What follows belongs to an exercise in optimizing a design on an open flow for small area, a short achievable clock period and few clock cycles; a production flow would make more cautious choices.
Function was checked by simulation only, so behaviour that the tests miss may differ from the original.
Power is estimated from default activity; no workload was simulated.

run 1:
Design proc, start of the top module:
module proc (
   imem_addr, dmem_addr, dmem_wdata, dmem_en, dmem_wr, halt,
   clk, rst, imem_rdata, dmem_rdata
   );
   input clk;
   input rst;
   output [15:0] imem_addr;
   input  [15:0] imem_rdata;
   output [15:0] dmem_addr;
   output [15:0] dmem_wdata;
   output        dmem_en;
   output        dmem_wr;
   input  [15:0] dmem_rdata;
   output        halt;
   function [16:0] pfx16;
      input [15:0] p, g;
      input        cin;
      reg   [15:0] gg, pp;
      integer      l, m, n;
      begin
         gg = g;
         pp = p;
         gg[0] = g[0] | (p[0] & cin);
         for (l = 1; l < 16; l = l * 2)
            for (m = 0; m < 16; m = m + 1)
               if (m & l) begin
                  n = (m & ~(2 * l - 1)) + l - 1;
                  gg[m] = gg[m] | (pp[m] & gg[n]);
                  pp[m] = pp[m] & pp[n];
               end
         pfx16 = {gg[15], p ^ {gg[14:0], cin}};
      end
   endfunction
   wire [15:0] ni  = imem_rdata;
   wire [4:0]  nop = ni[15:11];
   wire [2:0]  nrs = ni[10:8];
   wire [2:0]  nrt = ni[7:5];
   wire n_rfmt  = (nop[4:3] == 2'b11) & (nop[2:1] != 2'b00);    
   wire n_addi  = (nop == 5'b01000);
   wire n_subi  = (nop == 5'b01001);
   wire n_logi  = (nop[4:1] == 4'b0101);                       
   wire n_shi   = (nop[4:2] == 3'b101);                        
   wire n_st    = (nop == 5'b10000);
   wire n_ld    = (nop == 5'b10001);
   wire n_slbi  = (nop == 5'b10010);
   wire n_stu   = (nop == 5'b10011);
   wire n_btr   = (nop == 5'b11001);
  ...
make LEC_CHECK=0 ABC_AREA=1 CAP_MARGIN=20 CORE_MARGIN=2 CORE_UTILIZATION=40 CTS_BUF_LIST=sky130_fd_sc_hd__clkbuf_16 CTS_CLUSTER_DIAMETER=120 CTS_CLUSTER_SIZE=25 MAX_ROUTING_LAYER=met4 SETUP_SLACK_MARGIN=5.0 SLEW_MARGIN=20 finish   # period 9.0 ns
run.sh (not shown) runs the stock make flow with config.mk's settings and CLKGATE_MAP_FILE= SYNTH_SCRIPT=/design/flow/synth_recipe.tcl, a recipe that flattens the netlist after the stock synthesis.
Run 1 went all the way through synthesis, placement and routing and the layout is clean on timing, DRC and antenna.
Testbench counts of run 1, summed over its fixed seeds: cycles 87,473.
[inputs] run 2 vs run 1
- MAX_ROUTING_LAYER removed (was met4)
- CORE_UTILIZATION changed from 40 to 45
Findings:
- Every stage of the flow completed for run 2, and the final layout passed the timing, DRC and antenna checks.
- | clock period minus worst slack | run 2 vs run 1 | 0.0078 ns lower |
- Measured against each other, run 2 and run 1 differ in met2 wire length, the higher figure coming from run 1.
- In terms of ratio of final minimum period to clock period, run 1 and run 2 differ only marginally.
- Synthesis-to-layout area growth in run 2 is 0.79 points higher than in run 1
- Looking at global-route wire length before repair, run 2 sits above run 1.
- According to the power report, total power for run 2 is lower than for run 1.
- Run 2 ended with less die height than run 1.
- Changes observed in run 2 relative to run 1: final cell count fell 2.4%; met1 routing resource usage after global routing rose 11 points; area after detailed placement fell about 0.53%; clock distribution area overhead in the final layout fell 0.29 points.
### run 2 -> run 3
- CTS_CLUSTER_SIZE: 25 -> 20
- CORE_UTILIZATION: 45 -> 40
- CTS_CLUSTER_DIAMETER: 120 -> 100
Results
Compared with run 2, run 3 is hungrier on power.
Diff run 2 -> run 3 | areal power density over the cells | up by a few percent
Re setup slack of the critical path after layout: run 2 was lower than run 3.
For run 3, the worst setup path endpoint was dmem_addr[11], unlike run 2, where it was x_inc$_DFF_P_.
Sort run 3 and run 2 by total global routing track utilization, ascending, and run 3 comes first.
Diff run 3 and run 2: number of fill cells lower in run 2
The inputs of run 4 differ from those of run 3 as listed below.
- CTS_CLUSTER_SIZE: 20 -> 25
- CTS_CLUSTER_DIAMETER: 100 -> 120
--- outcome ---
Run 3 → run 4: routed wire length on met3 went down by about 8%, global-route usage down 0.17 points, count of cell instances traversed by the critical path moved up.
Compared run 3 against run 4; global-route met3 utilization within noise.
reg -> out as the category of the critical setup timing path was reported by run 3, and in -> reg by run 4.
Comparing depth of the worst register-to-register path for run 3 and run 4, the bigger number came from run 3.
Delta (run 4 minus run 3): combined area of the multi-input logic cells held, global-route wire length before repair down 0.65%, via count lower.
Going from run 3 to run 4, sum of routed wire length over all layers shrinks by 400 um.

---

The RTL this note starts from:
==> flow/design.v <==
module proc (
   imem_addr, dmem_addr, dmem_wdata, dmem_en, dmem_wr, halt,
   clk, rst, imem_rdata, dmem_rdata
   );
   input clk;
   input rst;
   output [15:0] imem_addr;
   input  [15:0] imem_rdata;
   output [15:0] dmem_addr;
   output [15:0] dmem_wdata;
   output        dmem_en;
   output        dmem_wr;
   input  [15:0] dmem_rdata;
   output        halt;
   function [16:0] pfx16;
      input [15:0] p, g;
      input        cin;
      reg   [15:0] gg, pp;
      integer      l, m, n;
      begin
         gg = g;
         pp = p;
         gg[0] = g[0] | (p[0] & cin);
         for (l = 1; l < 16; l = l * 2)
            for (m = 0; m < 16; m = m + 1)
               if (m & l) begin
                  n = (m & ~(2 * l - 1)) + l - 1;
                  gg[m] = gg[m] | (pp[m] & gg[n]);
                  pp[m] = pp[m] & pp[n];
               end
         pfx16 = {gg[15], p ^ {gg[14:0], cin}};
      end
   endfunction
   wire [15:0] ni  = imem_rdata;
   wire [4:0]  nop = ni[15:11];
   wire [2:0]  nrs = ni[10:8];
   wire [2:0]  nrt = ni[7:5];
   wire n_rfmt  = (nop[4:3] == 2'b11) & (nop[2:1] != 2'b00);    
   wire n_addi  = (nop == 5'b01000);
   wire n_subi  = (nop == 5'b01001);
   wire n_logi  = (nop[4:1] == 4'b0101);                       
   wire n_shi   = (nop[4:2] == 3'b101);                        
   wire n_st    = (nop == 5'b10000);
   wire n_ld    = (nop == 5'b10001);
   wire n_slbi  = (nop == 5'b10010);
   wire n_stu   = (nop == 5'b10011);
   wire n_btr   = (nop == 5'b11001);
   wire n_lbi   = (nop == 5'b11000);
   wire n_arith = (nop == 5'b11011);                           
   wire n_shr   = (nop == 5'b11010);                           
   wire n_cmp   = (nop[4:2] == 3'b111);                        
   wire n_br    = (nop[4:2] == 3'b011);
   wire n_j     = (nop[4:2] == 3'b001) & ~nop[0];              
   wire n_jr    = (nop[4:2] == 3'b001) &  nop[0];              
   wire n_link  = (nop[4:1] == 4'b0011);                       
   wire       n_we = n_addi | n_subi | n_logi | n_shi | n_ld | n_slbi | n_stu |
                     n_btr | n_lbi | n_arith | n_shr | n_cmp | n_link;
   wire [2:0] n_wa = n_link ? 3'd7 :
                     (n_lbi | n_slbi | n_stu) ? nrs :
                     (n_btr | n_arith | n_shr | n_cmp) ? ni[4:2] : nrt;
   reg  [15:0] r0, r1, r2, r3, r4, r5, r6, r7;
   reg  [15:0] an, bn;
   always @* begin
      case (nrs)
        3'd0: an = r0; 3'd1: an = r1; 3'd2: an = r2; 3'd3: an = r3;
        3'd4: an = r4; 3'd5: an = r5; 3'd6: an = r6; default: an = r7;
      endcase
      case (nrt)
        3'd0: bn = r0; 3'd1: bn = r1; 3'd2: bn = r2; 3'd3: bn = r3;
        3'd4: bn = r4; 3'd5: bn = r5; 3'd6: bn = r6; default: bn = r7;
      endcase
   end
   reg  [15:1] f;            
   reg  [15:0] agu;          
   reg         redir;        
   reg  [15:0] a, b;         
   reg         we;
   reg  [2:0]  wa;
   reg         x_en, x_wr, x_halt;
   reg         x_sub, x_andn;
   reg  [1:0]  x_sht, x_cmpt;
   reg         s_agu, s_add, s_log, s_sh, s_btr, s_cmp, s_imm, s_slbi, s_ld, s_link;
   assign dmem_addr  = agu;
   assign dmem_wdata = b;
   assign dmem_en    = x_en;
   assign dmem_wr    = x_wr;
   assign halt       = x_halt;
   wire [15:1] nxt   = redir ? agu[15:1] : f;
   assign imem_addr  = {nxt, 1'b0};
   wire [15:0] ax   = x_sub ? ~a : a;
   wire [16:0] sum  = pfx16(ax ^ b, ax & b, x_sub);
   wire        eq   = (a == b);
   wire        sle  = (a[15] & ~b[15]) | (~(a[15] ^ b[15]) & sum[16]);
   wire        cmpb = (x_cmpt == 2'd0) ? eq :
                      (x_cmpt == 2'd1) ? (sle & ~eq) :
                      (x_cmpt == 2'd2) ? sle : sum[16];
   wire [15:0] lres = x_andn ? (a & ~b) : (a ^ b);
   wire [3:0]  k    = b[3:0];
   wire [15:0] t1   = k[0] ? {a[14:0], a[15]}      : a;
   wire [15:0] t2   = k[1] ? {t1[13:0], t1[15:14]} : t1;
   wire [15:0] t3   = k[2] ? {t2[11:0], t2[15:12]} : t2;
   wire [15:0] rot  = k[3] ? {t3[7:0], t3[15:8]}   : t3;
   reg  [15:0] mask, btr;
   integer i;
   always @* begin
      for (i = 0; i < 16; i = i + 1) begin
         mask[i] = ~x_sht[0] | (x_sht[1] ? (i < k || k == 4'd0) : (i >= k));
         btr[i]  = a[15 - i];
      end
   end
   wire [15:0] shres = rot & mask;
   wire [15:0] wd = ({16{s_agu}}  & agu) |
                    ({16{s_add}}  & sum[15:0]) |
                    ({16{s_log}}  & lres) |
                    ({16{s_sh}}   & shres) |
                    ({16{s_btr}}  & btr) |
                    ({16{s_cmp}}  & {15'd0, cmpb}) |
                    ({16{s_imm}}  & {s_slbi ? a[7:0] : b[15:8], b[7:0]}) |
                    ({16{s_ld}}   & dmem_rdata) |
                    ({16{s_link}} & {f, 1'b0});
   always @(posedge clk) begin
      if (we) begin
         case (wa)
           3'd0: r0 <= wd; 3'd1: r1 <= wd; 3'd2: r2 <= wd; 3'd3: r3 <= wd;
           3'd4: r4 <= wd; 3'd5: r5 <= wd; 3'd6: r6 <= wd; default: r7 <= wd;
         endcase
      end
   end
   wire [15:0] n_s5 = {{11{ni[4]}}, ni[4:0]};
   wire [15:0] n_z5 = {11'd0, ni[4:0]};
   wire [15:0] n_s8 = {{8{ni[7]}}, ni[7:0]};
   wire [15:0] fa   = (we && wa == nrs) ? wd : an;
   wire [15:0] fb   = (we && wa == nrt) ? wd : bn;
   wire        n_pcrel = n_j | n_br;
   wire [15:0] n_x  = n_pcrel ? {nxt, 1'b1} : fa;
   wire [15:0] n_y  = n_j  ? {{5{ni[10]}}, ni[10:1], 1'b1} :
                      n_br ? {{8{ni[7]}}, ni[7:1], 1'b1} :
                      n_jr ? n_s8 : n_s5;
   wire [3:0]  n_cnt = n_shi ? ni[3:0] : fb[3:0];
   wire        n_rgt = n_shi ? nop[1] : ni[1];
   wire [3:0]  n_k   = n_rgt ? 4'd0 - n_cnt : n_cnt;
   wire        n_az  = ~|fa;
   wire        n_tk  = n_j | (n_br & ((nop[1:0] == 2'b00) ?  n_az :
                                      (nop[1:0] == 2'b01) ? ~n_az :
                                      (nop[1:0] == 2'b10) ?  fa[15] : ~fa[15]));
   always @(posedge clk) begin
      a <= fa;
      b <= n_subi           ? n_s5 :
           (n_shi | n_shr)  ? {12'd0, n_k} :
           n_logi           ? n_z5 :
           (n_lbi | n_slbi) ? n_s8 : fb;
      agu <= pfx16(n_x ^ n_y, n_x & n_y, 1'b0);
      f        <= rst ? 15'd0 : nxt + 15'd1;
      we     <= ~rst & n_we;
      wa     <= n_wa;
      redir  <= ~rst & (n_jr | n_tk);
      x_en   <= ~rst & (n_st | n_ld | n_stu);
      x_wr   <= ~rst & (n_st | n_stu);
      x_halt <= ~rst & (nop == 5'b00000);
      x_sub  <= n_subi | (n_arith & (ni[1:0] == 2'b01)) | (n_cmp & (nop[1:0] == 2'b01 || nop[1:0] == 2'b10));
      x_andn <= n_rfmt ? ni[0] : nop[0];
      x_sht  <= n_rfmt ? ni[1:0] : nop[1:0];
      x_cmpt <= nop[1:0];
      s_agu  <= n_addi | n_stu;
      s_add  <= n_subi | (n_arith & ~ni[1]);
      s_log  <= n_logi | (n_arith & ni[1]);
      s_sh   <= n_shi | n_shr;
      s_btr  <= n_btr;
      s_cmp  <= n_cmp;
      s_imm  <= n_lbi | n_slbi;
      s_slbi <= n_slbi;
      s_ld   <= n_ld;
      s_link <= n_link;
   end
endmodule
clock: 9.0 ns
lec_check: 0
cap_margin: 20
core_margin: 2
core_utilization: 40
cts_buf_list: sky130_fd_sc_hd__clkbuf_16
cts_cluster_diameter: 150
cts_cluster_size: 30
setup_slack_margin: 4.5
slew_margin: 20
The first run completed without violations.
Testbench counts at the start, summed over its fixed seeds: cycles 87,473.
Next try:
- ABC_AREA: default -> 1
- CTS_BUF_LIST: sky130_fd_sc_hd__clkbuf_16 -> default
- CTS_CLUSTER_DIAMETER: 150 -> default
- CTS_CLUSTER_SIZE: 30 -> default
What happened:
- routed wire length grows by a few percent
- final cell count increases by a quarter to a third
- worst setup slack gets better by 0.45 ns
- cell area climbs slightly
- die area falls slightly
- worst hold slack gets worse by 0.020 ns
- total power climbs by roughly a tenth
- global-route usage is higher by 1.7 points
- critical path depth climbs by 4
- first-iteration DRC count goes down by roughly a tenth
- combinational power went down by roughly a tenth

## separate check: timing with driven ports
How much do the figures lean on ideal ports? The routed layouts below were timed once more, with nothing changed but the port constraints.
Step 1 assumes that a clkbuf_16 drives the clock port and a buf_2 every other input.
Step 2 times the ports against the registers' clock, not the clock port: input delays grow and output delays shrink by t, the midpoint of the rising clock arrivals with the driver on.
a / b / c = ideal ports / drivers / drivers and shift; a / b = the first two.
| run | shift t [ns] | setup slack, ns | worst setup path after step 2 | clock arrival spread, ns | worst data-port slew with drivers (ns) |
|---|---|---|---|---|---|
| run 1 | 0.540 | 5.005 / 4.999 / 4.459 | input to register | 0.040 / 0.040 | 0.06 |
| run 2 | 0.542 | 5.013 / 4.999 / 4.456 | input to register | 0.027 / 0.027 | 0.07 |
| run 3 | 0.559 | 5.067 / 5.014 / 4.525 | input to register | 0.058 / 0.059 | 0.07 |
| run 4 | 0.534 | 5.092 / 5.062 / 4.581 | input to register | 0.047 / 0.047 | 0.07 |
| the first run of note 2 | 0.524 | 4.078 / 4.082 / 3.558 | input to register | 0.043 / 0.043 | 0.07 |
| the second run of note 2 | 0.596 | 4.528 / 4.555 / 3.961 | input to register | 0.037 / 0.036 | 0.04 |
After both steps every run listed still meets setup and hold. For the second run of note 2, which loses most, drivers alone change the setup slack by +0.027 ns; drivers and shift together by -0.567 ns.
